This is an optimization exercise on Yosys and OpenROAD, whose aim is small area, a short achievable clock period and few clock cycles, not a production implementation.
Power figures rest on the tool's default switching activity, not on a simulated workload.

== v30 ==
// powlib_xbar_top
module powlib_xbar_top(clk,rst,wrdatas,wraddrs,wrvlds,wrrdys,rddatas,rdaddrs,rdvlds,rdrdys);
==> module powlib_xbar_top, before the edit <==
module powlib_xbar_top(clk,rst,wrdatas,wraddrs,wrvlds,wrrdys,rddatas,rdaddrs,rdvlds,rdrdys);
  localparam                       B_WRS = 4;
  localparam                       B_RDS = 3;
  localparam                       B_AW  = 2;
  localparam                       B_DW  = 8;
  input     wire                   clk;
  input     wire                   rst;
  input     wire [B_WRS*B_DW-1:0]  wrdatas;
  input     wire [B_WRS*B_AW-1:0]  wraddrs;
  input     wire [B_WRS-1:0]       wrvlds;
  output    wire [B_WRS-1:0]       wrrdys;
  output    wire [B_RDS*B_DW-1:0]  rddatas;
  output    wire [B_RDS*B_AW-1:0]  rdaddrs;
  output    wire [B_RDS-1:0]       rdvlds;
  input     wire [B_RDS-1:0]       rdrdys;
  reg  [B_RDS-1:0]      vld_q;            
  reg  [B_RDS*B_DW-1:0] dat_q;            
  reg                   a0_q;             
  reg  [1:0]            top_q;            
  wire [B_WRS-1:0]      dec [0:B_RDS-1];  
  wire [B_WRS-1:0]      req [0:B_RDS-1];  
  wire [B_WRS-1:0]      tk  [0:B_RDS-1];  
  wire [B_WRS-1:0]      blk [0:B_RDS-1];  
  wire [B_RDS-1:0]      acc;              
  wire [B_RDS-1:0]      hold;             
  wire [B_WRS*B_WRS-1:0] pri;
  genvar i, j, k;
  for (k=0; k<B_WRS; k=k+1) begin : g_pk
    for (i=0; i<B_WRS; i=i+1) begin : g_pi
      wire [B_WRS-1:0] m;
      for (j=0; j<B_WRS; j=j+1) begin : g_pm
        assign m[j] = (k!=i) && (((j-i-1)&3) <= ((k-i-1)&3));
      end
      assign pri[k*B_WRS+i] = m[top_q];
    end
  end
  for (i=0; i<B_WRS; i=i+1) begin : g_wr
    wire [1:0] a = wraddrs[i*B_AW+:B_AW];
    assign dec[0][i] =  a[1] &  a[0];
    assign dec[1][i] =  a[1] & ~a[0];
    assign dec[2][i] = ~a[1];
    assign req[0][i] = wrvlds[i] & dec[0][i];
    assign req[1][i] = wrvlds[i] & dec[1][i];
    assign req[2][i] = wrvlds[i] & dec[2][i];
    assign wrrdys[i] = (dec[0][i] & acc[0] & ~blk[0][i]) |
                       (dec[1][i] & acc[1] & ~blk[1][i]) |
                       (dec[2][i] & acc[2] & ~blk[2][i]);
  end
  for (j=0; j<B_RDS; j=j+1) begin : g_rd
    for (i=0; i<B_WRS; i=i+1) begin : g_blk
      wire [B_WRS-1:0] b;
      for (k=0; k<B_WRS; k=k+1) begin : g_b
        assign b[k] = req[j][k] & pri[k*B_WRS+i];
      end
      assign blk[j][i] = |b;
      assign tk[j][i]  = req[j][i] & ~blk[j][i] & acc[j];
    end
    assign acc[j]  = ~vld_q[j] | rdrdys[j];
    assign hold[j] = ~acc[j];
    wire [B_DW-1:0] d = ({B_DW{tk[j][0]}} & wrdatas[0*B_DW+:B_DW]) |
                        ({B_DW{tk[j][1]}} & wrdatas[1*B_DW+:B_DW]) |
                        ({B_DW{tk[j][2]}} & wrdatas[2*B_DW+:B_DW]) |
                        ({B_DW{tk[j][3]}} & wrdatas[3*B_DW+:B_DW]) |
                        ({B_DW{hold[j]}}  & dat_q[j*B_DW+:B_DW]);
    always @(posedge clk) begin
      if (rst)
        vld_q[j] <= 1'b0;
      else
        vld_q[j] <= hold[j] | (|req[j]);
      dat_q[j*B_DW+:B_DW] <= d;
    end
    assign rddatas[j*B_DW+:B_DW] = dat_q[j*B_DW+:B_DW];
    assign rdvlds[j]             = vld_q[j];
  end
  always @(posedge clk) begin
    if (rst)
      top_q <= 2'd0;
    else
      top_q <= {top_q[1]^top_q[0], ~top_q[0]};
    a0_q <= (tk[2][0] & wraddrs[0]) | (tk[2][1] & wraddrs[2]) |
            (tk[2][2] & wraddrs[4]) | (tk[2][3] & wraddrs[6]) | (hold[2] & a0_q);
  end
  assign rdaddrs = {1'b0, a0_q, 2'b10, 2'b11};
endmodule
==> flow/config.mk <==
export PLATFORM = sky130hd
export DESIGN_NAME = powlib_xbar_top
export DESIGN_NICKNAME = powlib_xbar_top
export VERILOG_FILES = /design/flow/design.v
export SDC_FILE = /design/flow/constraint.sdc
export NUM_CORES = 4
export LEC_CHECK = 0
export CAP_MARGIN = 20
export CORE_MARGIN = 2
export CORE_UTILIZATION = 40
export SETUP_SLACK_MARGIN = 1.0
export SLEW_MARGIN = 20
==> flow/constraint.sdc <==
create_clock -name core_clock -period 3.6 [get_ports {clk}]
set_input_delay 0.7200 -clock core_clock [delete_from_list [all_inputs] [get_ports {clk}]]
set_output_delay 0.7200 -clock core_clock [all_outputs]
set_load 0.01 [all_outputs]
standard.sh (not shown) runs the stock make flow with config.mk's settings and CLKGATE_MAP_FILE= SYNTH_SCRIPT=/design/flow/synth_recipe.tcl, a recipe that flattens the netlist after the stock synthesis.
==> flow/flow/run.sh <==
#!/bin/bash
# Standard layout, except that the port buffers are the smallest plain
# buffer (the resizer upsizes the ones on critical paths) instead of the
# delay buffer buffer_ports picks by default.
set -euo pipefail
export BUFFER_PORTS_ARGS="-buffer_cell sky130_fd_sc_hd__buf_1"
bash standard.sh > standard.log 2>&1
For v34, these inputs were changed with respect to v30:
==> flow/design.v, changed modules only <==
module powlib_xbar_top(clk,rst,wrdatas,wraddrs,wrvlds,wrrdys,rddatas,rdaddrs,rdvlds,rdrdys);
  localparam                       B_WRS = 4;
  localparam                       B_RDS = 3;
  localparam                       B_AW  = 2;
  localparam                       B_DW  = 8;
  input     wire                   clk;
  input     wire                   rst;
  input     wire [B_WRS*B_DW-1:0]  wrdatas;
  input     wire [B_WRS*B_AW-1:0]  wraddrs;
  input     wire [B_WRS-1:0]       wrvlds;
  output    wire [B_WRS-1:0]       wrrdys;
  output    wire [B_RDS*B_DW-1:0]  rddatas;
  output    wire [B_RDS*B_AW-1:0]  rdaddrs;
  output    wire [B_RDS-1:0]       rdvlds;
  input     wire [B_RDS-1:0]       rdrdys;
  reg  [B_RDS-1:0]      vld_q;            
  reg  [B_RDS*B_DW-1:0] dat_q;            
  reg                   a0_q;             
  localparam            B_NP = B_WRS*(B_WRS-1)/2;
  reg  [B_NP-1:0]       pri_q;            
  wire [B_WRS-1:0]      dec [0:B_RDS-1];  
  wire [B_WRS-1:0]      req [0:B_RDS-1];  
  wire [B_WRS-1:0]      tk  [0:B_RDS-1];  
  wire [B_WRS-1:0]      blk [0:B_RDS-1];  
  wire [B_RDS-1:0]      acc;              
  wire [B_RDS-1:0]      hold;             
  wire [B_WRS*B_WRS-1:0] pri;
  genvar i, j, k;
  for (k=0; k<B_WRS; k=k+1) begin : g_pk
    for (i=0; i<B_WRS; i=i+1) begin : g_pi
      if (k==i) begin : g_eq
        assign pri[k*B_WRS+i] = 1'b0;
      end else if (k<i) begin : g_lt
        assign pri[k*B_WRS+i] = pri_q[(k*(2*B_WRS-1-k))/2+i-k-1];
      end else begin : g_gt
        assign pri[k*B_WRS+i] = ~pri_q[(i*(2*B_WRS-1-i))/2+k-i-1];
      end
    end
  end
  always @(posedge clk) begin : p_pri
    integer pk, pi;
    for (pk=0; pk<B_WRS; pk=pk+1)
      for (pi=pk+1; pi<B_WRS; pi=pi+1)
        if (rst)
          pri_q[(pk*(2*B_WRS-1-pk))/2+pi-pk-1] <= 1'b1;
        else
          pri_q[(pk*(2*B_WRS-1-pk))/2+pi-pk-1] <= pri[((pk+B_WRS-1)%B_WRS)*B_WRS+((pi+B_WRS-1)%B_WRS)];
  end
  for (i=0; i<B_WRS; i=i+1) begin : g_wr
    wire [1:0] a = wraddrs[i*B_AW+:B_AW];
    assign dec[0][i] =  a[1] &  a[0];
    assign dec[1][i] =  a[1] & ~a[0];
    assign dec[2][i] = ~a[1];
    assign req[0][i] = wrvlds[i] & dec[0][i];
    assign req[1][i] = wrvlds[i] & dec[1][i];
    assign req[2][i] = wrvlds[i] & dec[2][i];
    assign wrrdys[i] = (dec[0][i] & acc[0] & ~blk[0][i]) |
                       (dec[1][i] & acc[1] & ~blk[1][i]) |
                       (dec[2][i] & acc[2] & ~blk[2][i]);
  end
  for (j=0; j<B_RDS; j=j+1) begin : g_rd
    for (i=0; i<B_WRS; i=i+1) begin : g_blk
      wire [B_WRS-1:0] b;
      for (k=0; k<B_WRS; k=k+1) begin : g_b
        assign b[k] = req[j][k] & pri[k*B_WRS+i];
      end
      assign blk[j][i] = |b;
      assign tk[j][i]  = req[j][i] & ~blk[j][i] & acc[j];
    end
    assign acc[j]  = ~vld_q[j] | rdrdys[j];
    assign hold[j] = ~acc[j];
    wire [B_DW-1:0] d = ({B_DW{tk[j][0]}} & wrdatas[0*B_DW+:B_DW]) |
                        ({B_DW{tk[j][1]}} & wrdatas[1*B_DW+:B_DW]) |
                        ({B_DW{tk[j][2]}} & wrdatas[2*B_DW+:B_DW]) |
                        ({B_DW{tk[j][3]}} & wrdatas[3*B_DW+:B_DW]) |
                        ({B_DW{hold[j]}}  & dat_q[j*B_DW+:B_DW]);
    always @(posedge clk) begin
      if (rst)
        vld_q[j] <= 1'b0;
      else
        vld_q[j] <= hold[j] | (|req[j]);
      dat_q[j*B_DW+:B_DW] <= d;
    end
    assign rddatas[j*B_DW+:B_DW] = dat_q[j*B_DW+:B_DW];
    assign rdvlds[j]             = vld_q[j];
  end
  always @(posedge clk) begin
    a0_q <= (tk[2][0] & wraddrs[0]) | (tk[2][1] & wraddrs[2]) |
            (tk[2][2] & wraddrs[4]) | (tk[2][3] & wraddrs[6]) | (hold[2] & a0_q);
  end
  assign rdaddrs = {1'b0, a0_q, 2'b10, 2'b11};
endmodule
## What came out
- v34: final hold slack 0.041 ns above v30
- Compared to v30, v34 has final design instance area without fill 8.8% higher.
- Sort v34 and v30 by power, ascending, and v30 comes first.
- In the flow results for v34 and v30, the final worst-path setup slack is larger on v30.
- Route | v34 vs v30 | wire longer in v34
- Looking only at global placer's final weighted congestion, and setting everything else aside, the higher value of v34 and v30 goes to v30.
- Compared with v30, v34 shows post-route fraction of the period consumed by the critical path higher by 0.20 points.
- Flip-flop and latch share of the layout cell area is lower on v30
- Between v34 and v30, the horizontal die dimension is lower for v30.
- Between v34 and v30, it is v34 whose non-clock buffer count is higher, by 12%.
Function was not checked in any run of this note: the RTL went through the layout flow alone.

## what the ideal ports hide
How much do the figures lean on ideal ports? The routed layouts below were timed once more, with nothing changed but the port constraints.
Step 1: set_driving_cell puts a clkbuf_16 on clk and a buf_2 on each other input, an assumption about the parent block.
Step 2, shift: input delay + t, output delay - t, t = (earliest + latest rising clock arrival at the registers) / 2. This alone moves slack from input paths to output paths.
Slacks: ideal ports / drivers / drivers and shift; pairs: ideal ports / drivers.
run	t (ns)	slack for setup (ns)	worst setup path after step 2	cell pins on the clock port's net
v30	0.311	0.979 / 0.950 / 0.960	input to output	1
v34	0.322	0.971 / 0.947 / 0.947	input to output	1
After both steps every run listed still meets setup and hold. For v34, which loses most, drivers alone change the setup slack by -0.024 ns; drivers and shift together by -0.024 ns.
